Source: an optimization exercise on an open RTL-to-GDS flow (aim: small area, a short achievable clock period and few clock cycles). Production flows keep margins and buffers that such runs may drop.
Function was checked by simulation only, so behaviour that the tests miss may differ from the original.
Power is estimated from default activity; no workload was simulated.

**flow/design.v**
```verilog
module RegisterFile(reset, clk, we, wa, wd, ra1, ra2, rn1, rn2);
    input reset;
    input clk;
    input we;
    input [4:0] wa;
    input [31:0] wd;
    input [4:0] ra1;
    input [4:0] ra2;
    output [351:0] rn1;
    output [351:0] rn2;
    reg [31:0] data [1:31];
    reg [31:1] vld;
    integer i;
    always @(posedge reset or posedge clk) begin
        if (reset)
            vld <= 31'd0;
        else if (we && wa != 5'd0)
            vld[wa] <= 1'b1;
    end
    wire [3:0] lo1 = 4'b0001 << ra1[1:0];
    wire [7:0] hi1 = 8'b00000001 << ra1[4:2];
    wire [3:0] lo2 = 4'b0001 << ra2[1:0];
    wire [7:0] hi2 = 8'b00000001 << ra2[4:2];
    wire [31:1] s1, s2;
    wire [31:1] wsel;
    genvar r, b, g;
    generate
        for (r = 1; r < 32; r = r + 1) begin : row
            assign s1[r] = hi1[r / 4] && lo1[r % 4] && vld[r];
            assign s2[r] = hi2[r / 4] && lo2[r % 4] && vld[r];
            assign wsel[r] = we && (wa == r);
            wire nsel = !wsel[r];
            for (b = 0; b < 32; b = b + 1) begin : bt
                wire dn;
                RfHold hold(.we(wsel[r]), .nwe(nsel), .d(wd[b]), .q(data[r][b]), .y(dn));
                always @(posedge clk) data[r][b] <= dn;
            end
        end
        for (b = 0; b < 32; b = b + 1) begin : col
            wire [31:1] d;
            for (r = 1; r < 32; r = r + 1) begin : din
                assign d[r] = data[r][b];
            end
            wire [10:0] n1, n2;
            assign n1[10] = ~(s1[31] & d[31]);
            assign n2[10] = ~(s2[31] & d[31]);
            for (g = 0; g < 10; g = g + 1) begin : grp
                RfAoi3 a1(.s0(s1[3*g+1]), .d0(d[3*g+1]), .s1(s1[3*g+2]), .d1(d[3*g+2]),
                          .s2(s1[3*g+3]), .d2(d[3*g+3]), .y(n1[g]));
                RfAoi3 a2(.s0(s2[3*g+1]), .d0(d[3*g+1]), .s1(s2[3*g+2]), .d1(d[3*g+2]),
                          .s2(s2[3*g+3]), .d2(d[3*g+3]), .y(n2[g]));
            end
            assign rn1[11*b +: 11] = n1;
            assign rn2[11*b +: 11] = n2;
        end
    endgenerate
endmodule
module RfAoi3(s0, d0, s1, d1, s2, d2, y);
    input s0, d0, s1, d1, s2, d2;
    output y;
    assign y = ~((s0 & d0) | (s1 & d1) | (s2 & d2));
endmodule
module RfHold(we, nwe, d, q, y);
    input we, nwe, d, q;
    output y;
    assign y = (we & d) | (nwe & q);
endmodule
module MultiCycleCPU (reset, clk, mem_addr, mem_wdata, mem_we, mem_rdata);
    input reset;
    input clk;
    output [31:0] mem_addr;
    output [31:0] mem_wdata;
    output mem_we;
    input  [31:0] mem_rdata;
    reg [31:0] maddr;       
    reg        mem_cyc;     
    reg        mem_ld;      
    reg [4:0]  mem_rd;      
    reg        st_we;
    reg        ex_valid;
    reg [31:0] ir;
    reg [31:0] ex_pc4;      
    reg [31:0] ra, rb;      
    reg [31:0] opb;         
    reg        d_useimm;
    reg        d_sub, d_shl;    
    reg        d_wen;       
    reg [4:0]  d_wreg;
    reg        wb_we;
    reg [4:0]  wb_reg;
    reg [31:0] wb_data;
    assign mem_addr  = maddr;
    assign mem_we    = st_we;
    assign mem_wdata = wb_data;    
    wire [5:0]  op    = ir[31:26];
    wire [5:0]  fn    = ir[5:0];
    wire [4:0]  ir_rt = ir[20:16];
    wire [15:0] imm   = ir[15:0];
    wire is_r    = (op == 6'h00);
    wire is_jr   = is_r && (fn == 6'h08 || fn == 6'h09);    
    wire is_jj   = (op[5:1] == 5'b00001);                   
    wire is_beq  = (op == 6'h04);
    wire is_lw   = (op == 6'h23);
    wire is_sw   = (op == 6'h2b);
    wire [9:0] rsel;
    assign rsel[1] = (is_r && fn == 6'h24) || op == 6'h0c;
    assign rsel[2] = is_r && fn == 6'h25;
    assign rsel[3] = is_r && fn == 6'h26;
    assign rsel[4] = is_r && fn == 6'h27;
    assign rsel[5] = (is_r && fn == 6'h2a) || op == 6'h0a;
    assign rsel[6] = (is_r && fn == 6'h2b) || op == 6'h0b;
    assign rsel[7] = is_r && (fn == 6'h00 || fn == 6'h02 || fn == 6'h03);
    assign rsel[8] = (op == 6'h03) || (is_r && fn == 6'h09);
    assign rsel[9] = is_sw;
    assign rsel[0] = ~|rsel[9:1];
    wire [32:0] alu_s = {1'b0, ra} + {1'b0, opb ^ {32{d_sub}}} + {32'd0, d_sub};
    wire [31:0] alu_sum = alu_s[31:0];
    wire alu_lt  = (ra[31] ^ opb[31]) ? ra[31] : alu_s[31];
    wire alu_ltu = ~alu_s[32];
    function [31:0] rev(input [31:0] x);
        integer k;
        for (k = 0; k < 32; k = k + 1) rev[k] = x[31 - k];
    endfunction
    wire [31:0] sh_in = d_shl ? rev(opb) : opb;
    wire signed [32:0] sh_x = {fn[0] & opb[31], sh_in};
    wire [32:0] sh_r = sh_x >>> ir[10:6];
    wire [31:0] shv = d_shl ? rev(sh_r[31:0]) : sh_r[31:0];
    wire [31:0] alu_res = ({32{rsel[0]}} & alu_s[31:0])
                        | ({32{rsel[1]}} & (ra & opb))
                        | ({32{rsel[2]}} & (ra | opb))
                        | ({32{rsel[3]}} & (ra ^ opb))
                        | ({32{rsel[4]}} & ~(ra | opb))
                        | {31'd0, rsel[5] & alu_lt}
                        | {31'd0, rsel[6] & alu_ltu}
                        | ({32{rsel[7]}} & shv)
                        | ({32{rsel[8]}} & ex_pc4)
                        | ({32{rsel[9]}} & rb);
    wire ex_run   = ex_valid && !mem_cyc;
    wire taken    = is_beq && (ra == rb);
    wire redirect = ex_run && (is_jr || taken);
    wire [31:0] btarget = ex_pc4 + {{14{imm[15]}}, imm, 2'b00};
    wire [31:0] rtarget = is_beq ? btarget : alu_sum;
    wire to_mem   = ex_run && (is_lw || is_sw);
    wire [31:0] inst = mem_rdata;
    wire [5:0]  f_op = inst[31:26];
    wire [5:0]  f_fn = inst[5:0];
    wire [4:0]  f_rs = inst[25:21];
    wire [4:0]  f_rt = inst[20:16];
    wire [4:0]  f_rd = inst[15:11];
    wire [31:0] pc4f = maddr + 32'd4;
    wire f_isj = (f_op[5:1] == 5'b00001);   
    wire [31:0] jtarget_f = {pc4f[31:28], inst[25:0], 2'b00};
    wire f_r    = (f_op == 6'h00);
    wire f_lui  = (f_op == 6'h0f);
    wire f_andi = (f_op == 6'h0c);
    wire f_sub  = (f_r && (f_fn == 6'h22 || f_fn == 6'h23 || f_fn == 6'h2a || f_fn == 6'h2b)) ||
                  f_op == 6'h0a || f_op == 6'h0b;
    wire f_useimm = (f_op[5:3] == 3'b001) || f_op == 6'h23 || f_op == 6'h2b;
    wire [31:0] f_imm = f_lui  ? {inst[15:0], 16'h0000} :
                        f_andi ? {16'h0000, inst[15:0]} :
                                 {{16{inst[15]}}, inst[15:0]};
    wire f_jal  = (f_op == 6'h03);
    wire f_writes = (f_r && f_fn != 6'h08) || (f_op[5:3] == 3'b001) || f_jal;
    wire [4:0] f_wreg = f_jal ? 5'd31 : f_r ? f_rd : f_rt;
    wire bpe_a = ex_valid && d_wen && (d_wreg == f_rs);
    wire bpe_b = ex_valid && d_wen && (d_wreg == f_rt);
    wire bpw_a = wb_we && (wb_reg == f_rs);
    wire bpw_b = wb_we && (wb_reg == f_rt);
    wire [351:0] rn_a, rn_b;
    RegisterFile RegisterFile(.reset(reset), .clk(clk), .we(wb_we), .wa(wb_reg), .wd(wb_data),
                              .ra1(f_rs), .ra2(f_rt), .rn1(rn_a), .rn2(rn_b));
    wire ld_fwd = mem_ld && (mem_rd != 5'd0);
    wire ld_a = ld_fwd && (mem_rd == ir[25:21]);
    wire ld_b = ld_fwd && (mem_rd == ir[20:16]);
    wire fa_alu = !mem_cyc && bpe_a;
    wire fa_wb  = !mem_cyc && !bpe_a && bpw_a;
    wire fa_rf  = !mem_cyc && !bpe_a && !bpw_a;
    wire fb_alu = !mem_cyc && bpe_b;
    wire fb_wb  = !mem_cyc && !bpe_b && bpw_b;
    wire fb_rf  = !mem_cyc && !bpe_b && !bpw_b;
    wire fo_imm = !mem_cyc && f_useimm;
    wire fo_ld  = mem_cyc && ld_b && !d_useimm;
    wire [31:0] ra_x  = ({32{mem_cyc && ld_a}} & mem_rdata) | ({32{mem_cyc && !ld_a}} & ra) |
                        ({32{fa_wb}} & wb_data);
    wire [31:0] rb_x  = ({32{mem_cyc && ld_b}} & mem_rdata) | ({32{mem_cyc && !ld_b}} & rb) |
                        ({32{fb_wb}} & wb_data);
    wire [31:0] opb_x = ({32{fo_ld}} & mem_rdata) | ({32{mem_cyc && !fo_ld}} & opb) |
                        ({32{fb_wb && !f_useimm}} & wb_data) | ({32{fo_imm}} & f_imm);
    wire [31:0] ra_n, rb_n, opb_n;
    genvar k;
    generate
        for (k = 0; k < 32; k = k + 1) begin : opf
            OpFinal fa(.m0(~&rn_a[11*k +: 4]), .m1(~&rn_a[11*k+4 +: 4]), .m2(~&rn_a[11*k+8 +: 3]),
                       .s(fa_rf), .a(alu_res[k]), .t(fa_alu), .x(ra_x[k]), .y(ra_n[k]));
            OpFinal fb(.m0(~&rn_b[11*k +: 4]), .m1(~&rn_b[11*k+4 +: 4]), .m2(~&rn_b[11*k+8 +: 3]),
                       .s(fb_rf), .a(alu_res[k]), .t(fb_alu), .x(rb_x[k]), .y(rb_n[k]));
            OpFinal fo(.m0(~&rn_b[11*k +: 4]), .m1(~&rn_b[11*k+4 +: 4]), .m2(~&rn_b[11*k+8 +: 3]),
                       .s(fb_rf && !f_useimm), .a(alu_res[k]), .t(fb_alu && !f_useimm),
                       .x(opb_x[k]), .y(opb_n[k]));
        end
    endgenerate
    always @(posedge reset or posedge clk) begin
        if (reset) begin
            maddr    <= 32'd0;
            mem_cyc  <= 1'b0;
            st_we    <= 1'b0;
            ex_valid <= 1'b0;
            wb_we    <= 1'b0;
        end else if (mem_cyc) begin
            mem_cyc <= 1'b0;
            st_we   <= 1'b0;
            wb_we   <= ld_fwd;
            maddr   <= is_jj ? {ex_pc4[31:28], ir[25:0], 2'b00} : ex_pc4;
        end else begin
            ex_valid <= !redirect;
            wb_we    <= ex_valid && d_wen;
            if (redirect) begin
                maddr <= rtarget;
            end else if (to_mem) begin
                maddr   <= alu_sum;
                mem_cyc <= 1'b1;
                st_we   <= is_sw;
            end else if (f_isj) begin
                maddr <= jtarget_f;
            end else begin
                maddr <= pc4f;
            end
        end
    end
    wire d_sub_n, d_shl_n;
    RfHold sub_hold(.we(!mem_cyc), .nwe(mem_cyc), .d(f_sub), .q(d_sub), .y(d_sub_n));
    RfHold shl_hold(.we(!mem_cyc), .nwe(mem_cyc), .d(f_r && (f_fn == 6'h00)), .q(d_shl), .y(d_shl_n));
    always @(posedge clk) begin
        d_sub <= d_sub_n;
        d_shl <= d_shl_n;
        ra  <= ra_n;
        rb  <= rb_n;
        opb <= opb_n;
        if (mem_cyc) begin
            wb_reg  <= mem_rd;
            wb_data <= mem_rdata;
        end else begin
            wb_reg   <= d_wreg;
            wb_data  <= alu_res;
            ir       <= inst;
            ex_pc4   <= pc4f;
            d_useimm <= f_useimm;
            d_wen    <= f_writes && (f_wreg != 5'd0);
            d_wreg   <= f_wreg;
            if (to_mem) begin
                mem_ld  <= is_lw;
                mem_rd  <= ir_rt;
            end
        end
    end
endmodule
module OpFinal(m0, m1, m2, s, a, t, x, y);
    input m0, m1, m2, s, a, t, x;
    output y;
    assign y = (s & (m0 | m1 | m2)) | (t & a) | x;
endmodule
```
**flow/standard.sh**
```bash
#!/bin/bash
# synth_recipe.tcl (not shown) runs the flow's synth.tcl, then flattens the netlist and writes it again
# the make line also repeats each setting of config.mk as NAME=value (left out here)
make -C /OpenROAD-flow-scripts/flow DESIGN_CONFIG=/design/flow/config.mk WORK_HOME=/design/flow/orfs CLKGATE_MAP_FILE= SYNTH_SCRIPT=/design/flow/synth_recipe.tcl "${@:-finish}"
```
**flow/flow/run.sh**
```bash
#!/bin/bash
# The standard layout (standard.sh), with two changes to how timing is
# repaired: the port buffers that global placement inserts on every input and
# output are sky130_fd_sc_hd__buf_4 cells instead of the delay cells
# buffer_ports picks by default, and the resizer may change a cell's drive
# strength even when that changes its width (MATCH_CELL_FOOTPRINT=0), and
# timing repair aims for a setup slack of 6.5 ns at the design's clock period.
# All of make's output goes to standard.log in this folder; ORFS's per-step
# logs are under orfs/logs/.
set -euo pipefail
bash standard.sh "BUFFER_PORTS_ARGS=-buffer_cell sky130_fd_sc_hd__buf_4" MATCH_CELL_FOOTPRINT=0 SETUP_SLACK_MARGIN=6.5 finish > standard.log 2>&1
```
**flow/config.mk**
```make
export PLATFORM = sky130hd
export DESIGN_NAME = MultiCycleCPU
export DESIGN_NICKNAME = MultiCycleCPU
export VERILOG_FILES = /design/flow/design.v
export SDC_FILE = /design/flow/constraint.sdc
export NUM_CORES = 8
export LEC_CHECK = 0
export CAP_MARGIN = 30
export CORE_MARGIN = 2
export CORE_UTILIZATION = 40
export CTS_BUF_LIST = sky130_fd_sc_hd__clkbuf_16
export CTS_CLUSTER_DIAMETER = 80
export CTS_CLUSTER_SIZE = 28
export SLEW_MARGIN = 30
export SYNTH_HIERARCHICAL = 1
export TNS_END_PERCENT = 1
```
**flow/constraint.sdc**
```tcl
create_clock -name core_clock -period 9.0 [get_ports {clk}]
set_input_delay 1.8000 -clock core_clock [delete_from_list [all_inputs] [get_ports {clk}]]
set_output_delay 1.8000 -clock core_clock [all_outputs]
set_load 0.01 [all_outputs]
```
==> results of run 1 <==
==> per-module statistics from Yosys, one instance, submodules excluded <==
module	cells inside	cell area (sq um)	flops+latches	times used
RegisterFile	1389	22770	1023	1
MultiCycleCPU	2548	21620	248	1
OpFinal	3	16.27	0	96
RfAoi3	1	10.01	0	640
RfHold	1	8.758	0	994
==> per-layer routing <==
layer / vias up / part of all wire (%)
met5: - / 0.080
met4: 13 / 9.3
met2: 5844 / 39
met3: 1358 / 16
li1: 25440 / -
met1: 30930 / 36
==> cell usage in the layout (no fill, tap or decap), types with 130 or more instances in the layout <==
cell type	count
dfxtp_1	1065
a22o_1	1000
a222oi_1	658
nand2_1	429
buf_4	364
nor2_1	188
a21oi_1	173
nand4_1	155
o21ai_0	155
inv_1	136
ha_1	130
==> stage by stage <==
step                      utilization [%]  area, sq um  power [W]
after global placement              43.01        65260   0.008621
after floorplan                         -        61200   0.007774
final                               47.85        72600    0.01317
after CTS                           46.93        71210    0.01298
after detailed placement            43.01        65260   0.008638
after global routing                47.85        72600    0.01348
==> cells by family after synthesis <==
logic type | synth area share [%]
AND/OR/NAND/NOR | 9.836
flip-flops | 43.48
XOR/XNOR | 2.506
multiplexers | 4.728
adder cells (fa/ha/maj) | 2.934
AO/OA/AOI/OAI | 34.32
buffers and inverters | 2.193
==> timing repair <==
item,CTS,global route
gates resized for setup,379,165
pin swaps,141,67
hold endpoints to repair,0,0
setup endpoints to repair,1264,1256
setup buffers,114,64
cloned,21,7
==> where the power goes <==
part / internal (W) / switching, W
clock network: 0.00188 / 0.00248
logic: 0.000856 / 0.00127
registers: 0.00613 / 0.000554
==> area by class of cell <==
cell class / count / area (sq um)
fill: 14010 / 79120
multi-input combinational: 4264 / 34990
sequential: 1271 / 26660
timing repair buffer: 486 / 4905
tap: 2030 / 2540
clock buffer: 79 / 1977
clock inverter: 61 / 964.7
inverter: 147 / 564.3
antenna: 2 / 5.005
==> worst paths after layout <==
| kind | start | to | depth (start not counted) |
|---|---|---|---|
| min reg2reg | RegisterFile.data[8][14] | RegisterFile.data[8][14] | 1 |
| min in group asynchronous | reset | RegisterFile.vld[7] | 3 |
| max in group asynchronous | reset | mem_cyc | 2 |
| max | mem_rdata[21] | ra[22] | 10 |
| min | RegisterFile.data[8][14] | RegisterFile.data[8][14] | 1 |
| max reg2reg | d_sub | wb_data[22] | 15 |
==> flow_metrics.env, run 1 <==
export IMPL_run_status="no timing/DRC/antenna violations"
export IMPL_number_of_enable_type_register_cells_in_the_synthesized_netlist=77
export IMPL_max_flop_register="RegisterFile.data"
export IMPL_ctsHoldBuffers=0
export IMPL_crit_path_cell_trace="buf_12 -> nor2b_4 -> nor2b_4 -> and3_4 -> buf_12 -> clkbuf_16 -> a222oi_1 -> nand4_1 -> o31ai_2 -> nand2_1"
export IMPL_final_min_period_over_clock_period_pct=40.86
export IMPL_tritoncts_clock_tree="yes"
export IMPL_drc_errors=0
export IMPL_synth_top_cells_by_count="1,127 x dfxtp_1, 1,000 x a22o_1, 658 x a222oi_1, 444 x nand2_1, 205 x a21oi_1"
export IMPL_critical_path_n_buffers_inverters=3
export IMPL_firstDrtPassIters=15
export IMPL_worst_ep_arrival_time_ns=4.31
export IMPL_post_layout_nonfiller_instances=8340
export IMPL_dp_worst_setup_slack_ns=3.997
export IMPL_insertion_delay_ns=0.79
export IMPL_tightest_slew_ns=1.036
export IMPL_setup_violations_final=0
export IMPL_die_area_sq_um=155800
export IMPL_setup_repair_after_global_routing_missed_its_margin="yes"
export IMPL_routed_wirelength_mm=334.2
export IMPL_design_core_area_sq_um=151700
export IMPL_finalSetupTns_ns=0
export IMPL_antenna_found_initial=11
export IMPL_fp_dieH_um=394.7
export IMPL_cp_max_fo=16
export IMPL_synth_top_area_share_pct=36.95
export IMPL_post_route_cells_drive_above_1_share_pct=17.95
export IMPL_yosys_cell_count_top_type="dfxtp_1"
export IMPL_vias_per_cell=7.623
export IMPL_criticalPathCategory="in -> reg"
export IMPL_routabilityCongestion=1.085
export IMPL_cp_data_required_time_ns=9.64
export IMPL_synth_sequential_area_ratio_pct=43.48
export IMPL_antenna_violating_nets_post_route=0
export IMPL_drt_wirelength_per_cell_um=40.07
export IMPL_global_route_overflow_total=0
export IMPL_peakVddDrop_mv=0.1511
export IMPL_yosysUniqueCellTypes=105
export IMPL_min_delay_path_class="reg -> reg"
export IMPL_postSynthNetCount=6035
export IMPL_max_clock_freq_ghz=0.2719
export IMPL_grt_use_met2_pct=54.89
export IMPL_floorplan_initialDensity_pct=40.24
export IMPL_std_cell_rows=143
export IMPL_syn_instance_count=5859
export IMPL_critical_path_endpoint_type="flip-flop"
export IMPL_detailedPlacementHpwl_mm=200.3
export IMPL_cap_violations=0
export IMPL_hold_slack_ns=0.5007
export IMPL_via_count_of_the_first_global_routing_pass=57950
export IMPL_crit_slowest_cell="o31ai_2"
export IMPL_num_vias=63580
export IMPL_grt_busiest_layer="met2"
export IMPL_p_per_area_nw_per_um2=181.4
export IMPL_largest_register_ffs=992
export IMPL_layout_min_cycle_time_ns=3.678
export IMPL_synth_async_reset_ratio_pct=5.271
export IMPL_grt_use_total_pct=40.35
export IMPL_netlist_area_before_placement_sq_um=61060
export IMPL_nets=6425
export IMPL_i_o_pin_cnt=99
export IMPL_cp_top_family="compound AO/OA/AOI/OAI gates"
export IMPL_cts_inserted_buffers=79
export IMPL_synth_seq_cells=1271
export IMPL_critical_path_max_stage_delay_ns=0.55
export IMPL_finalHoldViolCount=0
export IMPL_synth_top_cells_by_area="dfxtp_1 37%, a22o_1 14%, a222oi_1 11%"
export IMPL_clock_skew_ns=0.08991
export IMPL_global_route_usage_met3_pct=15.69
export IMPL_max_slew_margin_rel_pct=30.68
export IMPL_average_cell_area_after_synthesis_sq_um=10.42
export IMPL_dpl_cell_count=7992
export IMPL_yosysWarningCount=9
export IMPL_clock_tree_root_cell="clkbuf_16"
export IMPL_worst_setup_hold_path_clk_slew_ns=0.09
export IMPL_setup_worst_path_start_class="input port"
export IMPL_synth_flop_cell="dfxtp_1"
export IMPL_port_buffer_count=98
export IMPL_drv_slew=0
export IMPL_r2r_slack_ns=5.41
export IMPL_grt_pass1_wl_mm=456.8
export IMPL_netlist_top_cell_by_area="dfxtp_1"
export IMPL_fp_dieW_um=394.7
export IMPL_cts_sink_count=1271
export IMPL_htreeDepth=3
export IMPL_cts_root_to_sink_buffers=3
export IMPL_grt_max_degree=86
export IMPL_final_critical_path_setup_slack_ns=5.322
export IMPL_area_growth_pct=18.91
export IMPL_drt_iter0_drc=13720
export IMPL_leakage_nw=28.03
export IMPL_groute_layer_met1_usage_pct=51.53
Testbench counts, summed over its fixed seeds: cycles 111,946.
==> inputs of run 2 (changes only) <==
--- a/flow/config.mk
+++ b/flow/config.mk
@@ -9,8 +9,8 @@
 export CORE_MARGIN = 2
 export CORE_UTILIZATION = 40
 export CTS_BUF_LIST = sky130_fd_sc_hd__clkbuf_16
-export CTS_CLUSTER_DIAMETER = 80
-export CTS_CLUSTER_SIZE = 28
+export CTS_CLUSTER_DIAMETER = 60
+export CTS_CLUSTER_SIZE = 20
 export SLEW_MARGIN = 30
 export SYNTH_HIERARCHICAL = 1
 export TNS_END_PERCENT = 1
==> run 2 against run 1 <==
Against the previous run: critical endpoint is now ra[19]; combinational power barely moved; sequential share of layout area decreased by 0.49 points; critical path depth is 1 lower; first-iteration DRC count grew 2.3%; die area is the same; area after synthesis unchanged; sequential cell count unchanged; total power rose by 5.2%; fmax is 0.10% lower.
==> flow_metrics.env, run 2 <==
export IMPL_yosysUniqueCellTypes=105
export IMPL_synth_top_area_share_pct=36.95
export IMPL_setup_repair_after_global_routing_missed_its_margin="yes"
export IMPL_worstRegToRegCells=16
export IMPL_insertion_delay_ns=0.82
export IMPL_routed_wirelength_mm=336.9
export IMPL_max_flop_register="RegisterFile.data"
export IMPL_drt_wirelength_per_cell_um=40.07
export IMPL_setup_worst_path_start_class="input port"
export IMPL_netlist_top_cell_by_area="dfxtp_1"
export IMPL_holdCritStartpoint="RegisterFile.data[25][27]"
export IMPL_cts_root_to_sink_buffers=3
export IMPL_number_of_enable_type_register_cells_in_the_synthesized_netlist=77
export IMPL_final_min_period_over_clock_period_pct=40.90
export IMPL_antenna_violating_nets_post_route=0
export IMPL_most_common_cell_after_layout_fill_and_taps_aside="dfxtp_1"
export IMPL_synth_top_cells_by_count="1,127 x dfxtp_1, 1,000 x a22o_1, 658 x a222oi_1, 444 x nand2_1, 205 x a21oi_1"
export IMPL_vias_per_cell=7.623
export IMPL_hold_end="RegisterFile.data[25][27]"
export IMPL_cts_sink_count=1271
export IMPL_timing_hold_worst_path_depth=1
export IMPL_mostFrequentLayoutCells="1,068 x dfxtp_1, 1,000 x a22o_1, 658 x a222oi_1, 429 x nand2_1, 358 x buf_4"
export IMPL_via_count_of_the_first_global_routing_pass=58210
export IMPL_yosysWarningCount=9
export IMPL_r2r_start="d_sub"
export IMPL_floorplan_initialDensity_pct=40.24
export IMPL_drc_errors=0
export IMPL_layout_min_cycle_time_ns=3.681
export IMPL_finalSetupTns_ns=0
export IMPL_routabilityCongestion=1.085
export IMPL_max_clock_freq_ghz=0.2716
export IMPL_firstDrtPassIters=15
export IMPL_antenna_found_initial=14
export IMPL_fp_dieW_um=394.7
export IMPL_yosys_cell_count_top_type="dfxtp_1"
export IMPL_leakage_nw=28.48
export IMPL_criticalPathCategory="in -> reg"
export IMPL_area_growth_pct=20.52
export IMPL_cap_violations=0
export IMPL_average_cell_area_after_synthesis_sq_um=10.42
export IMPL_die_area_sq_um=155800
export IMPL_critical_path_endpoint_type="flip-flop"
export IMPL_drv_slew=0
export IMPL_clock_tree_root_cell="clkbuf_16"
export IMPL_finalHoldViolCount=0
export IMPL_detailedPlacementHpwl_mm=200.3
export IMPL_tritoncts_clock_tree="yes"
export IMPL_synth_flop_cell="dfxtp_1"
export IMPL_std_cell_rows=143
export IMPL_power_total_w=0.01386
export IMPL_grt_pass1_wl_mm=457.0
export IMPL_drt_iter0_drc=14030
export IMPL_regToRegEndpoint="opb[20]"
export IMPL_design_core_area_sq_um=151700
export IMPL_num_vias=64080
export IMPL_max_slew_margin_rel_pct=34.10
export IMPL_largest_register_ffs=992
export IMPL_worst_setup_hold_path_clk_slew_ns=0.07
export IMPL_grt_max_degree=86
export IMPL_cp_data_required_time_ns=9.61
export IMPL_tightest_slew_ns=0.9836
export IMPL_fp_dieH_um=394.7
export IMPL_min_delay_path_class="reg -> reg"
export IMPL_cp_max_fo=32
export IMPL_peakVddDrop_mv=0.1871
export IMPL_worstSetupStartpoint="mem_rdata[21]"
export IMPL_post_route_cells_drive_above_1_share_pct=18.47
export IMPL_syn_instance_count=5859
export IMPL_cts_inserted_buffers=106
export IMPL_global_route_overflow_total=0
export IMPL_r2r_slack_ns=5.37
export IMPL_clock_skew_ns=0.1114
export IMPL_run_status="no timing/DRC/antenna violations"
export IMPL_multi_input_combinational_cell_area_sq_um=34960
export IMPL_setup_violations_final=0
export IMPL_n_fill_cell=13930
export IMPL_p_per_area_nw_per_um2=188.3
export IMPL_synth_seq_cells=1271
export IMPL_worst_ep_arrival_time_ns=4.29
export IMPL_nets=6465
export IMPL_hold_slack_ns=0.4975
export IMPL_grt_use_total_pct=40.32
export IMPL_port_buffer_count=98
export IMPL_postSynthNetCount=6035
export IMPL_htreeDepth=3
export IMPL_netlist_area_before_placement_sq_um=61060
export IMPL_synth_sequential_area_ratio_pct=43.48
export IMPL_area_used_by_sequential_logic_in_the_layout_sq_um=26660
export IMPL_synth_top_cells_by_area="dfxtp_1 37%, a22o_1 14%, a222oi_1 11%"
export IMPL_i_o_pin_cnt=99
export IMPL_synth_async_reset_ratio_pct=5.271
-- run 2: worst max-delay path, stage by stage --
cell      delay [ns]
buf_12          0.14
nor2b_4         0.15
nor2b_4         0.17
and3_2          0.24
buf_6           0.27
a222oi_1        0.38
nand4_1         0.53
o31ai_4         0.45
nand2_1         0.09
-- run 2: cells by family after synthesis --
logic type / Yosys count / share of synthesized area [%]
AOI/OAI and AO/OA: 2480 / 34.32
DFF: 1271 / 43.48
and+or+nand+nor: 1231 / 9.836
buffers and inverters: 330 / 2.193
muxes: 232 / 4.728
xor gates and xnor gates: 173 / 2.506
adders and majority gates: 142 / 2.934
-- run 2: cell type report --
class	instances	area share [%]
sequential	1271	36.23
timing repair buffer	497	7.012
inverter	147	0.7668
tap	2030	3.452
multi-input combinational	4266	47.50
antenna	5	0.01700
clock buffer	107	3.639
clock inverter	83	1.384
-- run 2: through the flow --
step                setup slack (ns)  cells  util [%]  instance area (sq um)
global route                   5.340   8402     48.49                  73580
CTS                            5.493   8330     47.49                  72050
global placement               3.964   7992     43.01                  65260
detailed placement             3.997   7992     43.01                  65260
finish                         5.319   8406     48.50                  73590
floorplan                      5.118   5859         -                  61200
-- run 2: modules after synthesis, one instance, submodules excluded --
module         cells  copies in the design  area, sq um  flip-flops and latches
RfHold             1                   994        8.758                       0
RegisterFile    1389                     1        22770                    1023
MultiCycleCPU   2548                     1        21620                     248
RfAoi3             1                   640        10.01                       0
OpFinal            3                    96        16.27                       0
-- run 2: where the power goes --
group	internal [W]	switching, W	leakage, nW
sequential	0.00613	0.000567	10.8
clock	0.00253	0.00253	1.79
combinational	0.000848	0.00125	15.8
-- run 2: repair_timing --
action                                  in CTS  in global routing
gates resized for setup                    409                171
endpoints found under the setup margin    1246               1255
cloned                                      22                 16
setup buffers                              126                 55
hold buffers                                 0                  0
pin swaps                                  139                 78
-- run 2: how the worst max path moves through the flow --
stage / endpoint / slack [ns]
3_5_place_dp: opb[17] / 4.00
3_3_place_gp: opb[20] / 3.96
6_report: ra[19] / 5.32
2_1_floorplan: opb[0] / 5.12
4_1_cts: opb[0] / 5.49
5_1_grt: opb[28] / 5.34
-- run 2: layer usage --
metal / up-vias / part of all wire, % / GRT usage [%]
li1: 25530 / - / -
met1: 31020 / 36 / 51.58
met2: 6096 / 38 / 54.78
met3: 1427 / 16 / 15.32
met4: 14 / 9.7 / 29.48
met5: - / 0.092 / 0.4310
==> inputs of run 3 (changes only) <==
--- a/flow/config.mk
+++ b/flow/config.mk
@@ -11,6 +11,7 @@
 export CTS_BUF_LIST = sky130_fd_sc_hd__clkbuf_16
 export CTS_CLUSTER_DIAMETER = 60
 export CTS_CLUSTER_SIZE = 20
+export PLACE_DENSITY = 0.7
 export SLEW_MARGIN = 30
 export SYNTH_HIERARCHICAL = 1
 export TNS_END_PERCENT = 1
==> run 3 against run 2 <==
Against the previous run: still clean; sequential share of layout area increased by 1.1 points; fmax shrank 2.6%; count of clock-buffer cells in the layout is 8 lower; first-iteration DRC count increased by 8.6%; critical path depth unchanged; cell count shrank 1.1%; via count decreased by 0.37%; routed wire length shrank 7.1%; clock power fell by 9.3%; critical endpoint is now ra[20]; clock skew down 0.048 ns; total power fell by 3.9%.
==> flow_metrics.env, run 3 <==
export IMPL_yosysWarningCount=9
export IMPL_mostFrequentLayoutCells="1,084 x dfxtp_1, 1,000 x a22o_1, 658 x a222oi_1, 437 x nand2_1, 355 x buf_4"
export IMPL_critical_path_endpoint_type="flip-flop"
export IMPL_grt_use_total_pct=37.64
export IMPL_netlist_area_before_placement_sq_um=61060
export IMPL_grt_pass1_wl_mm=434.7
export IMPL_routabilityCongestion=1.084
export IMPL_final_min_period_over_clock_period_pct=41.99
export IMPL_num_vias=63840
export IMPL_clock_tree_root_cell="clkbuf_16"
export IMPL_port_buffer_count=98
export IMPL_critical_path_n_buffers_inverters=2
export IMPL_clock_skew_ns=0.06334
export IMPL_synth_async_reset_ratio_pct=5.271
export IMPL_die_area_sq_um=155800
export IMPL_max_clock_freq_ghz=0.2646
export IMPL_i_o_pin_cnt=99
export IMPL_finish_instance_area_sq_um=71310
export IMPL_cp_data_required_time_ns=9.61
export IMPL_layout_min_cycle_time_ns=3.779
export IMPL_area_used_by_sequential_logic_in_the_layout_sq_um=26620
export IMPL_std_cell_rows=143
export IMPL_worstRegToRegCells=15
export IMPL_antenna_found_initial=9
export IMPL_finalSetupTns_ns=0
export IMPL_cts_sink_count=1271
export IMPL_worst_setup_hold_path_clk_slew_ns=0.08
export IMPL_fp_dieH_um=394.7
export IMPL_global_route_overflow_total=0
export IMPL_synth_sequential_area_ratio_pct=43.48
export IMPL_most_common_cell_after_layout_fill_and_taps_aside="dfxtp_1"
export IMPL_cp_top_family="simple AND/OR/NAND/NOR gates"
export IMPL_detailedPlacementHpwl_mm=193.9
export IMPL_netlist_top_cell_by_area="dfxtp_1"
export IMPL_via_count_of_the_first_global_routing_pass=57940
export IMPL_finalHoldViolCount=0
export IMPL_placedInstanceArea_sq_um=65320
export IMPL_yosys_cell_count_top_type="dfxtp_1"
export IMPL_cts_root_to_sink_buffers=3
export IMPL_yosysUniqueCellTypes=105
export IMPL_routed_wirelength_mm=312.8
export IMPL_postSynthNetCount=6035
export IMPL_hold_slack_ns=0.4992
export IMPL_crit_slowest_cell="o31ai_2"
export IMPL_r2r_slack_ns=5.30
export IMPL_regToRegEndpoint="ra[21]"
export IMPL_tritoncts_clock_tree="yes"
export IMPL_setup_violations_final=0
export IMPL_crit_path_cell_trace="buf_6 -> nor2b_2 -> nor2b_1 -> and3_4 -> buf_12 -> a222oi_1 -> nand4_1 -> o31ai_2 -> nand2_1"
export IMPL_postLayoutCoreUtil_pct=47.00
export IMPL_synth_top_area_share_pct=36.95
export IMPL_leakage_nw=27.61
export IMPL_setup_worst_path_start_class="input port"
export IMPL_max_flop_register="RegisterFile.data"
export IMPL_grt_max_degree=87
export IMPL_drt_wirelength_per_cell_um=37.64
export IMPL_drc_errors=0
export IMPL_post_route_cells_drive_above_1_share_pct=15.88
export IMPL_synth_seq_cells=1271
export IMPL_worstSetupStartpoint="mem_rdata[22]"
export IMPL_firstDrtPassIters=15
export IMPL_max_slew_margin_rel_pct=34.51
export IMPL_critical_path_max_stage_delay_ns=0.61
export IMPL_fp_dieW_um=394.7
export IMPL_worst_ep_arrival_time_ns=4.39
export IMPL_synth_flop_cell="dfxtp_1"
export IMPL_run_status="no timing/DRC/antenna violations"
export IMPL_min_delay_path_class="reg -> reg"
export IMPL_floorplan_initialDensity_pct=40.24
export IMPL_cap_violations=0
export IMPL_dpl_cell_count=8003
export IMPL_syn_instance_count=5859
export IMPL_peakVddDrop_mv=0.1620
export IMPL_largest_register_ffs=992
export IMPL_worst_path_stages=9
export IMPL_p_per_area_nw_per_um2=186.8
export IMPL_htreeDepth=3
export IMPL_nets=6379
export IMPL_setup_repair_after_global_routing_missed_its_margin="yes"
export IMPL_criticalPathCategory="in -> reg"
export IMPL_cp_max_fo=13
export IMPL_n_fill_cell=13980
export IMPL_post_layout_nonfiller_instances=8311
export IMPL_r2r_start="d_sub"
export IMPL_vias_per_cell=7.682
export IMPL_antenna_violating_nets_post_route=0
export IMPL_synth_top_cells_by_count="1,127 x dfxtp_1, 1,000 x a22o_1, 658 x a222oi_1, 444 x nand2_1, 205 x a21oi_1"
export IMPL_multi_input_combinational_cell_area_sq_um=34530
export IMPL_drv_slew=0
export IMPL_setup_worst_path_end="ra[20]"
export IMPL_drt_iter0_drc=15230
export IMPL_insertion_delay_ns=0.78
export IMPL_design_core_area_sq_um=151700
export IMPL_cts_inserted_buffers=96
export IMPL_area_growth_pct=16.79
export IMPL_synth_top_cells_by_area="dfxtp_1 37%, a22o_1 14%, a222oi_1 11%"
export IMPL_tightest_slew_ns=0.9721
export IMPL_average_cell_area_after_synthesis_sq_um=10.42
export IMPL_number_of_enable_type_register_cells_in_the_synthesized_netlist=77
run 3: cells by family after synthesis:
kind of cell | share of synthesized area (%)
AO/OA/AOI/OAI | 34.32
buffers and inverters | 2.193
adder cells (fa/ha/maj) | 2.934
multiplexers | 4.728
flip-flops | 43.48
XOR/XNOR | 2.506
AND/OR/NAND/NOR | 9.836
run 3: area by class of cell:
class	count	share of cell area [%]
Clock buffer	99	3.474
Inverter	147	0.7860
Tap cell	2030	3.562
Clock inverter	67	1.018
Timing Repair Buffer	425	5.374
Sequential cell	1271	37.32
Multi-Input combinational cell	4262	48.43
Antenna cell	10	0.03509
run 3: how the worst min path moves through the flow:
| stage | from | end | slack [ns] | cells past startpoint |
|---|---|---|---|---|
| final | RegisterFile.data[8][12] | RegisterFile.data[8][12] | 0.50 | 1 |
| after detailed placement | RegisterFile.data[31][13] | RegisterFile.data[31][13] | 0.48 | 1 |
| after global routing | RegisterFile.data[29][23] | RegisterFile.data[29][23] | 0.52 | 1 |
| after global placement | RegisterFile.data[28][27] | RegisterFile.data[28][27] | 0.47 | 1 |
| after floorplan | d_sub | d_sub | 0.44 | 1 |
| after CTS | RegisterFile.data[4][9] | RegisterFile.data[4][9] | 0.50 | 1 |
run 3: per-layer routing:
metal / vias up / routed length [um] / global-route usage [%]
met1: 30720 / 111500 / 49.16
li1: 25360 / - / -
met5: - / 199 / 1.324
met4: 12 / 27430 / 24.88
met3: 1428 / 54690 / 15.45
met2: 6330 / 119000 / 50.16
run 3: through the flow:
stage	setup WS, ns	total power [W]
final	5.221	0.01332
after CTS	5.395	0.01312
after global routing	5.312	0.01363
after detailed placement	3.951	0.008623
after global placement	3.960	0.008598
after floorplan	5.118	0.007774
run 3: power by group:
group / switching [W] / leakage [nW] / internal (W) / total [W]
combinational: 0.00123 / 15.2 / 0.000818 / 0.00205
sequential: 0.000543 / 10.8 / 0.00613 / 0.00667
clock: 0.00239 / 1.56 / 0.00220 / 0.00459
total: 0.00417 / 27.6 / 0.00915 / 0.0133
run 3: per-module statistics from Yosys, one instance, submodules excluded:
module | flip-flops and latches | copies in the design | area (sq um)
RfHold | 0 | 994 | 8.758
OpFinal | 0 | 96 | 16.27
RegisterFile | 1023 | 1 | 22770
MultiCycleCPU | 248 | 1 | 21620
RfAoi3 | 0 | 640 | 10.01
run 3: timing repair:
item	4_1_cts	5_1_grt
endpoints found under the hold margin	0	0
endpoints found under the setup margin	1302	1304
buffers inserted	73	43
hold buffers	0	0
cloned	8	7
resized for setup	223	129
pin swaps	94	72
==> inputs of run 4 (changes only) <==
--- a/flow/config.mk
+++ b/flow/config.mk
@@ -11,7 +11,7 @@
 export CTS_BUF_LIST = sky130_fd_sc_hd__clkbuf_16
 export CTS_CLUSTER_DIAMETER = 60
 export CTS_CLUSTER_SIZE = 20
-export PLACE_DENSITY = 0.7
+export PLACE_DENSITY = 0.8
 export SLEW_MARGIN = 30
 export SYNTH_HIERARCHICAL = 1
 export TNS_END_PERCENT = 1
==> run 4 against run 3 <==
Against the previous run: sequential power hardly changed; register-to-register slack better by 0.04 ns; critical path depth unchanged; routed wire length down 2.1%; sequential share of layout area down 0.23 points; global-route usage down 0.72 points; setup slack improved by 0.051 ns; sequential cell count did not move; still clean on timing, DRC and antenna; clock power shrank 5.7%; worst hold slack better by 0.0018 ns; utilization is 0.32 points higher; clock skew is 0.0023 ns higher; largest power group unchanged.
==> flow_metrics.env, run 4 <==
export IMPL_setup_worst_path_start_class="input port"
export IMPL_routed_wirelength_mm=306.1
export IMPL_internal_power_w=0.008985
export IMPL_synthXorXnorAreaFrac_pct=2.506
export IMPL_global_route_overflow_total=0
export IMPL_regToRegEndpoint="ra[29]"
export IMPL_worst_ep_arrival_time_ns=4.32
export IMPL_dpl_cell_count=7997
export IMPL_fp_dieW_um=394.7
export IMPL_synth_compound_area_share_pct=34.32
export IMPL_vias_per_cell=7.743
export IMPL_detailedPlacementHpwl_mm=189.3
export IMPL_cts_sink_count=1271
export IMPL_tightest_slew_ns=1.111
export IMPL_cap_violations=0
export IMPL_post_route_cells_drive_above_1_share_pct=16.33
export IMPL_grt_use_met2_pct=49.27
export IMPL_grt_pass1_wl_mm=429.7
export IMPL_p_switching_w=0.004122
export IMPL_insertion_delay_ns=0.78
export IMPL_combinationalPowerShare_pct=16.0
export IMPL_r2r_slack_ns=5.34
export IMPL_synth_top_area_share_pct=36.95
export IMPL_max_slew_margin_rel_pct=25.94
export IMPL_leakage_nw=27.67
export IMPL_floorplan_initialDensity_pct=40.24
export IMPL_yosys_cell_count_top_type="dfxtp_1"
export IMPL_htreeDepth=3
export IMPL_finalHoldViolCount=0
export IMPL_global_route_usage_met3_pct=16.42
export IMPL_synth_flop_cell="dfxtp_1"
export IMPL_p_per_area_nw_per_um2=182.6
export IMPL_holdCritStartpoint="RegisterFile.data[26][31]"
export IMPL_tritoncts_clock_tree="yes"
export IMPL_std_cell_rows=143
export IMPL_netlist_top_cell_by_area="dfxtp_1"
export IMPL_peakVddDrop_mv=0.1750
export IMPL_cts_inserted_buffers=90
export IMPL_port_buffer_count=98
export IMPL_share_clk_of_total_power_pct=33.0
export IMPL_final_min_period_over_clock_period_pct=41.42
export IMPL_setup_violations_final=0
export IMPL_groute_layer_met1_usage_pct=46.95
export IMPL_multi_input_combinational_cell_area_sq_um=34990
export IMPL_hold_end="RegisterFile.data[26][31]"
export IMPL_layout_min_cycle_time_ns=3.728
export IMPL_synth_async_reset_ratio_pct=5.271
export IMPL_critical_path_endpoint_type="flip-flop"
export IMPL_worst_setup_hold_path_clk_slew_ns=0.08
export IMPL_grt_max_degree=77
export IMPL_power_share_switching_pct=31.45
export IMPL_main_combinational_cell_family_by_area_after_synthesis="compound AO/OA/AOI/OAI gates"
export IMPL_worstRegToRegCells=12
export IMPL_criticalPathCategory="in -> reg"
export IMPL_drc_errors=0
export IMPL_cp_data_required_time_ns=9.60
export IMPL_cp_max_fo=32
export IMPL_setup_repair_after_global_routing_missed_its_margin="yes"
export IMPL_i_o_pin_cnt=99
export IMPL_synth_top_cells_by_count="1,127 x dfxtp_1, 1,000 x a22o_1, 658 x a222oi_1, 444 x nand2_1, 205 x a21oi_1"
export IMPL_max_clock_freq_ghz=0.2682
export IMPL_num_vias=64220
export IMPL_yosysWarningCount=9
export IMPL_drt_iter0_drc=15380
export IMPL_fp_dieH_um=394.7
export IMPL_post_layout_nonfiller_instances=8293
export IMPL_postSynthNetCount=6035
export IMPL_area_used_by_sequential_logic_in_the_layout_sq_um=26640
export IMPL_number_of_enable_type_register_cells_in_the_synthesized_netlist=77
export IMPL_firstDrtPassIters=15
export IMPL_yosysUniqueCellTypes=105
export IMPL_share_of_cell_area_taken_by_muxes_after_synthesis_pct=4.728
export IMPL_design_core_area_sq_um=151700
export IMPL_nets=6378
export IMPL_synth_sequential_area_ratio_pct=43.48
export IMPL_clock_tree_root_cell="clkbuf_16"
export IMPL_grt_busiest_layer="met2"
export IMPL_average_cell_area_after_synthesis_sq_um=10.42
export IMPL_drt_wirelength_per_cell_um=36.91
export IMPL_synthSimpleGateAreaFrac_pct=9.836
export IMPL_r2r_start="opb[21]"
export IMPL_synth_seq_cells=1271
export IMPL_largest_register_ffs=992
export IMPL_synth_top_cells_by_area="dfxtp_1 37%, a22o_1 14%, a222oi_1 11%"
export IMPL_antenna_found_initial=8
export IMPL_routabilityCongestion=1.039
export IMPL_max_flop_register="RegisterFile.data"
export IMPL_antenna_violating_nets_post_route=0
export IMPL_timing_hold_worst_path_depth=1
export IMPL_min_delay_path_class="reg -> reg"
export IMPL_finalSetupTns_ns=0
export IMPL_area_growth_pct=17.59
export IMPL_most_common_cell_after_layout_fill_and_taps_aside="dfxtp_1"
export IMPL_via_count_of_the_first_global_routing_pass=59530
export IMPL_n_fill_cell=13860
export IMPL_run_status="no timing/DRC/antenna violations"
export IMPL_netlist_area_before_placement_sq_um=61060
export IMPL_clock_skew_ns=0.06563
export IMPL_drv_slew=0
export IMPL_mostFrequentLayoutCells="1,080 x dfxtp_1, 1,000 x a22o_1, 658 x a222oi_1, 438 x nand2_1, 328 x buf_4"
export IMPL_die_area_sq_um=155800
export IMPL_synthAdderAreaFrac_pct=2.934
export IMPL_cts_root_to_sink_buffers=3
export IMPL_syn_instance_count=5859
export IMPL_grt_use_total_pct=36.91
export IMPL_seq_power_share_pct=51.0
==> run 4: cell counts after synthesis <==
No cell type changed its count.
==> run 4: final cells by class <==
class | count | share of cell area [%]
tap | 2030 | 3.538
clock inverter | 58 | 0.9219
timing repair buffer | 432 | 5.707
multi-input combinational | 4260 | 48.74
clock buffer | 92 | 3.207
inverter | 147 | 0.7807
antenna | 3 | 0.01046
sequential | 1271 | 37.10
==> run 4: stage by stage <==
step	hold WS, ns	cell area, sq um	util (%)	total power, W	setup slack [ns]
6_report	0.5010	71800	47.32	0.01311	5.272
5_1_grt	0.5162	71790	47.32	0.01341	5.312
4_1_cts	0.5000	70940	46.76	0.01289	5.491
3_5_place_dp	0.4766	65230	42.99	0.008644	4.053
3_3_place_gp	0.4724	65210	42.98	0.008599	4.103
2_1_floorplan	0.4375	61200	-	0.007774	5.118
==> run 4: critical path, cell delays in order <==
cell and delay, ns:
buf_8 0.14, nor2b_4 0.17, nor2b_2 0.19, and3_4 0.21, buf_12 0.18, a222oi_1 0.42
nand4_1 0.55, o31ai_2 0.47, nand2_1 0.08
==> run 4: power by group through the flow <==
stage	clock, W	sequential (W)	combinational [W]
global route	0.00450	0.00671	0.00220
finish	0.00433	0.00668	0.00209
CTS	0.00429	0.00664	0.00196
detailed placement	0	0.00676	0.00188
floorplan	0	0.00663	0.00115
global placement	0	0.00674	0.00186
==> run 4: kinds of logic (layout without fill, tap and decap cells) <==
group | count (synthesis) | in the layout
fa+ha+maj | 142 | 142
buf+inv | 330 | 729
other cells | 0 | 3
xor+xnor | 173 | 173
mux | 232 | 232
compound gates | 2480 | 2480
simple gates | 1231 | 1233
flops | 1271 | 1271
==> run 4: worst max path at each step <==
stage	from	endpoint	slack [ns]	cells past startpoint
after floorplan	mem_rdata[20]	opb[0]	5.12	7
after global placement	mem_rdata[17]	opb[17]	4.10	10
after detailed placement	mem_rdata[17]	opb[17]	4.05	10
after CTS	d_sub	wb_data[18]	5.49	14
after global routing	d_sub	opb[30]	5.31	15
final	mem_rdata[21]	ra[26]	5.27	9
==> run 4: layer usage <==
metal / vias up / routed length (um)
li1: 25330 / -
met1: 30650 / 105900
met2: 6622 / 114800
met3: 1599 / 56190
met4: 18 / 28660
met5: - / 557
==> run 4: what timing repair did <==
item | in CTS | in global routing
pin swaps | 130 | 49
setup buffers | 109 | 22
endpoints found under the setup margin | 1242 | 1258
endpoints found under the hold margin | 0 | 0
hold buffers | 0 | 0
gates cloned | 9 | 3
gates resized for setup | 410 | 117
==> run 4: per-module statistics from Yosys, one instance, submodules excluded <==
module         cells inside  flops+latches
RfHold                    1              0
OpFinal                   3              0
RegisterFile           1389           1023
MultiCycleCPU          2548            248
RfAoi3                    1              0
==> inputs of run 5 (changes only) <==
--- a/flow/design.v
+++ b/flow/design.v
@@ -82,8 +82,7 @@
     reg [31:0] ex_pc4;      
     reg [31:0] ra, rb;      
     reg [31:0] opb;         
-    reg        d_useimm;
-    reg        d_sub, d_shl;    
+    reg        d_sub, d_useimm, d_shl;
     reg        d_wen;       
     reg [4:0]  d_wreg;
     reg        wb_we;
@@ -227,12 +226,7 @@
             end
         end
     end
-    wire d_sub_n, d_shl_n;
-    RfHold sub_hold(.we(!mem_cyc), .nwe(mem_cyc), .d(f_sub), .q(d_sub), .y(d_sub_n));
-    RfHold shl_hold(.we(!mem_cyc), .nwe(mem_cyc), .d(f_r && (f_fn == 6'h00)), .q(d_shl), .y(d_shl_n));
     always @(posedge clk) begin
-        d_sub <= d_sub_n;
-        d_shl <= d_shl_n;
         ra  <= ra_n;
         rb  <= rb_n;
         opb <= opb_n;
@@ -244,7 +238,9 @@
             wb_data  <= alu_res;
             ir       <= inst;
             ex_pc4   <= pc4f;
+            d_sub    <= f_sub;
             d_useimm <= f_useimm;
+            d_shl    <= f_r && (f_fn == 6'h00);
             d_wen    <= f_writes && (f_wreg != 5'd0);
             d_wreg   <= f_wreg;
             if (to_mem) begin
==> flow/flow/run.sh (replaced) <==
#!/bin/bash
# The standard layout (standard.sh), with two changes to how timing is
# repaired: the port buffers that global placement inserts on every input and
# output are sky130_fd_sc_hd__buf_4 cells instead of the delay cells
# buffer_ports picks by default, and the resizer may change a cell's drive
# strength even when that changes its width (MATCH_CELL_FOOTPRINT=0).
# All of make's output goes to standard.log in this folder; ORFS's per-step
# logs are under orfs/logs/.
set -euo pipefail
bash standard.sh "BUFFER_PORTS_ARGS=-buffer_cell sky130_fd_sc_hd__buf_4" MATCH_CELL_FOOTPRINT=0 finish > standard.log 2>&1
==> flow/config.mk (replaced) <==
export PLATFORM = sky130hd
export DESIGN_NAME = MultiCycleCPU
export DESIGN_NICKNAME = MultiCycleCPU
export VERILOG_FILES = /design/flow/design.v
export SDC_FILE = /design/flow/constraint.sdc
export NUM_CORES = 8
export LEC_CHECK = 0
export CAP_MARGIN = 30
export CORE_MARGIN = 2
export CORE_UTILIZATION = 40
export SETUP_SLACK_MARGIN = 5
export SLEW_MARGIN = 30
export SYNTH_HIERARCHICAL = 1
==> run 5 against run 4 <==
Against the previous run: highest routed layer unchanged; still clean on timing, DRC and antenna; synthesized cell count about the same; critical path depth unchanged; critical endpoint is now rb[21]; cell count fell by 0.45%; area after synthesis about the same; count of clock-buffer cells in the layout rose by 111.
==> flow_metrics.env, run 5 <==
export IMPL_largest_register_ffs=992
export IMPL_area_growth_pct=15.28
export IMPL_i_o_pin_cnt=99
export IMPL_drv_slew=0
export IMPL_r2r_start="d_sub"
export IMPL_number_of_enable_type_register_cells_in_the_synthesized_netlist=79
export IMPL_synth_async_reset_ratio_pct=5.271
export IMPL_drt_wirelength_per_cell_um=38.52
export IMPL_share_clk_of_total_power_pct=39.6
export IMPL_max_slew_margin_rel_pct=24.62
export IMPL_firstDrtPassIters=17
export IMPL_ctsHoldBuffers=0
export IMPL_fp_dieH_um=394.7
export IMPL_clock_skew_ns=0.08763
export IMPL_netlist_area_before_placement_sq_um=61060
export IMPL_port_buffer_count=98
export IMPL_grt_max_degree=83
export IMPL_design_core_area_sq_um=151700
export IMPL_cts_root_to_sink_buffers=3
export IMPL_cap_violations=0
export IMPL_htreeDepth=4
export IMPL_crit_path_cell_trace="buf_4 -> nor2b_1 -> nor2b_1 -> and3_2 -> buf_4 -> a222oi_1 -> nand4_1 -> o31ai_2 -> nand2_1"
export IMPL_drc_errors=0
export IMPL_global_route_overflow_total=0
export IMPL_regToRegEndpoint="opb[18]"
export IMPL_clock_tree_root_cell="clkbuf_16"
export IMPL_finalHoldViolCount=0
export IMPL_critical_path_n_buffers_inverters=2
export IMPL_synth_top_area_share_pct=36.88
export IMPL_cp_data_required_time_ns=9.70
export IMPL_std_cell_rows=143
export IMPL_cp_max_fo=25
export IMPL_criticalPathCategory="in -> reg"
export IMPL_setup_worst_path_start_class="input port"
export IMPL_die_area_sq_um=155800
export IMPL_tritoncts_clock_tree="yes"
export IMPL_crit_slowest_cell="o31ai_2"
export IMPL_floorplan_initialDensity_pct=40.24
export IMPL_fp_dieW_um=394.7
export IMPL_seq_power_share_pct=45.8
export IMPL_worstSetupStartpoint="mem_rdata[16]"
export IMPL_critical_path_max_stage_delay_ns=0.57
export IMPL_cts_sink_count=1271
export IMPL_synth_flop_cell="dfxtp_1"
export IMPL_worstRegToRegCells=13
export IMPL_max_clock_freq_ghz=0.2415
export IMPL_worst_path_stages=9
export IMPL_leakage_nw=27.36
export IMPL_via_count_of_the_first_global_routing_pass=56820
export IMPL_worst_ep_arrival_time_ns=4.84
export IMPL_yosys_cell_count_top_type="dfxtp_1"
export IMPL_antenna_found_initial=10
export IMPL_dp_worst_setup_slack_ns=3.996
export IMPL_synth_top_cells_by_area="dfxtp_1 37%, a22o_1 14%, a222oi_1 11%"
export IMPL_r2r_slack_ns=5.02
export IMPL_min_delay_path_class="reg -> reg"
export IMPL_num_vias=62340
export IMPL_worst_setup_hold_path_clk_slew_ns=0.07
export IMPL_insertion_delay_ns=0.84
export IMPL_cp_top_family="simple AND/OR/NAND/NOR gates"
export IMPL_drt_iter0_drc=13550
export IMPL_power_share_switching_pct=30.61
export IMPL_setup_violations_final=0
export IMPL_grt_use_total_pct=38.76
export IMPL_cts_inserted_buffers=139
export IMPL_max_flop_register="RegisterFile.data"
export IMPL_post_route_cells_drive_above_1_share_pct=13.12
export IMPL_final_critical_path_setup_slack_ns=4.859
export IMPL_most_common_cell_after_layout_fill_and_taps_aside="dfxtp_1"
export IMPL_combinationalPowerShare_pct=14.6
export IMPL_setup_repair_after_global_routing_missed_its_margin="yes"
export IMPL_mostFrequentLayoutCells="1,089 x dfxtp_1, 998 x a22o_1, 658 x a222oi_1, 437 x nand2_1, 286 x buf_4"
export IMPL_yosysWarningCount=10
export IMPL_tightest_slew_ns=1.128
export IMPL_run_status="no timing/DRC/antenna violations"
export IMPL_p_switching_w=0.004580
export IMPL_routabilityCongestion=1.096
export IMPL_placedInstanceArea_sq_um=65150
export IMPL_yosysUniqueCellTypes=105
export IMPL_routed_wirelength_mm=318.0
export IMPL_finish_instance_area_sq_um=70390
export IMPL_syn_instance_count=5857
export IMPL_synth_seq_cells=1271
export IMPL_nets=6284
export IMPL_antenna_violating_nets_post_route=0
export IMPL_p_per_area_nw_per_um2=212.6
export IMPL_average_cell_area_after_synthesis_sq_um=10.43
export IMPL_grt_pass1_wl_mm=440.4
export IMPL_setup_worst_path_end="rb[21]"
export IMPL_final_min_period_over_clock_period_pct=46.01
export IMPL_critical_path_endpoint_type="flip-flop"
export IMPL_internal_power_w=0.01038
export IMPL_layout_min_cycle_time_ns=4.141
export IMPL_peakVddDrop_mv=0.1920
export IMPL_finalSetupTns_ns=0
export IMPL_synth_top_cells_by_count="1,125 x dfxtp_1, 998 x a22o_1, 658 x a222oi_1, 444 x nand2_1, 205 x a21oi_1"
export IMPL_postSynthNetCount=6033
export IMPL_detailedPlacementHpwl_mm=202.3
export IMPL_synth_sequential_area_ratio_pct=43.52
export IMPL_netlist_top_cell_by_area="dfxtp_1"
export IMPL_vias_per_cell=7.551
run 5: cell count changes after synthesis:
cell and delta:
a22o_1 -2, dfxtp_1 -2, edfxtp_1 +2
run 5: worst min-delay path by stage:
stage | from | cells past startpoint | to
after global routing | ir[16] | 0 | mem_rd[0]
final | ir[17] | 0 | mem_rd[1]
after CTS | ir[17] | 0 | mem_rd[1]
after detailed placement | RegisterFile.vld[22] | 1 | RegisterFile.vld[22]
after floorplan | RegisterFile.vld[1] | 1 | RegisterFile.vld[1]
after global placement | RegisterFile.vld[17] | 1 | RegisterFile.vld[17]
run 5: routing by layer:
metal  part of all wire, %  global-route usage [%]  vias to the layer above
li1                      -                       -                    25170
met1                    36                   49.80                    30240
met2                    39                   53.13                     5688
met3                    16                   14.77                     1230
met4                   8.3                   26.60                       14
met5                 0.074                  0.8621                        -
run 5: per-module statistics from Yosys (local to each module, per instance):
module	flops+latches	times used
RegisterFile	1023	1
MultiCycleCPU	248	1
OpFinal	0	96
RfAoi3	0	640
RfHold	0	992
run 5: power groups by stage:
stage	clock network (W)	registers (W)	logic, W
finish	0.00593	0.00685	0.00218
global placement	0	0.00692	0.00204
global route	0.00617	0.00689	0.00229
detailed placement	0	0.00692	0.00206
CTS	0.00594	0.00681	0.00208
floorplan	0	0.00676	0.00125
run 5: final cells by class:
type / instances / area, sq um
antenna: 6 / 15.01
clock buffer: 203 / 4000
clock inverter: 50 / 699.4
fill: 14310 / 81340
inverter: 147 / 565.5
multi-input combinational: 4257 / 33690
sequential: 1271 / 26630
tap: 2030 / 2540
timing repair buffer: 292 / 2248
run 5: what timing repair did:
item | 4_1_cts | 5_1_grt
pin swaps | 5 | 11
resized for setup | 29 | 45
gates cloned | 1 | 0
setup buffers | 4 | 12
endpoints found under the setup margin | 92 | 127
endpoints found under the hold margin | 0 | 0
run 5: kinds of logic after synthesis:
group,share of synthesized area (%)
compound gates,34.29
flops,43.52
simple gates,9.836
buf+inv,2.193
mux,4.727
xor+xnor,2.506
fa+ha+maj,2.934
run 5: metrics by stage:
step / total power [W] / utilization (%) / hold slack, ns / cells
2_1_floorplan: 0.008006 / - / 0.4420 / 5857
3_3_place_gp: 0.008965 / 42.93 / 0.4650 / 7979
3_5_place_dp: 0.008988 / 42.94 / 0.4657 / 7979
4_1_cts: 0.01484 / 46.15 / 0.4642 / 8237
5_1_grt: 0.01535 / 46.38 / 0.4570 / 8251
6_report: 0.01496 / 46.39 / 0.4484 / 8256
Testbench counts of run 5, summed over its fixed seeds: cycles 111,946.

-- what the ideal ports hide --
In the flow no input, the clock included, has a driving cell. The finished layouts below were timed again as built, in two steps.
Step 1: set_driving_cell puts a clkbuf_16 on clk and a buf_2 on each other input, an assumption about the parent block.
Step 2 times the ports against the registers' clock, not the clock port: input delays grow and output delays shrink by t, the midpoint of the rising clock arrivals with the driver on.
Three values: ideal, step 1, step 2; two values: the first two.
run | t (ns) | setup slack, ns | hold WS [ns] | latest minus earliest clock arrival (ns) | slew at the worst register clock pin (ns)
run 1 | 0.824 | 5.322 / 5.247 / 4.423 | 0.501 / 0.501 / 0.501 | 0.094 / 0.094 | 0.12 / 0.12
run 2 | 0.845 | 5.319 / 5.338 / 4.493 | 0.497 / 0.497 / 0.497 | 0.118 / 0.118 | 0.09 / 0.09
run 3 | 0.830 | 5.221 / 5.266 / 4.436 | 0.499 / 0.499 / 0.499 | 0.066 / 0.066 | 0.09 / 0.09
run 4 | 0.837 | 5.272 / 5.320 / 4.483 | 0.501 / 0.501 / 0.501 | 0.068 / 0.068 | 0.09 / 0.09
run 5 | 0.873 | 4.859 / 4.913 / 4.040 | 0.448 / 0.448 / 0.448 | 0.088 / 0.087 | 0.07 / 0.07
After both steps setup and hold are still met in every run listed. For run 1, which loses most, drivers alone change the setup slack by -0.075 ns; drivers and shift together by -0.899 ns.
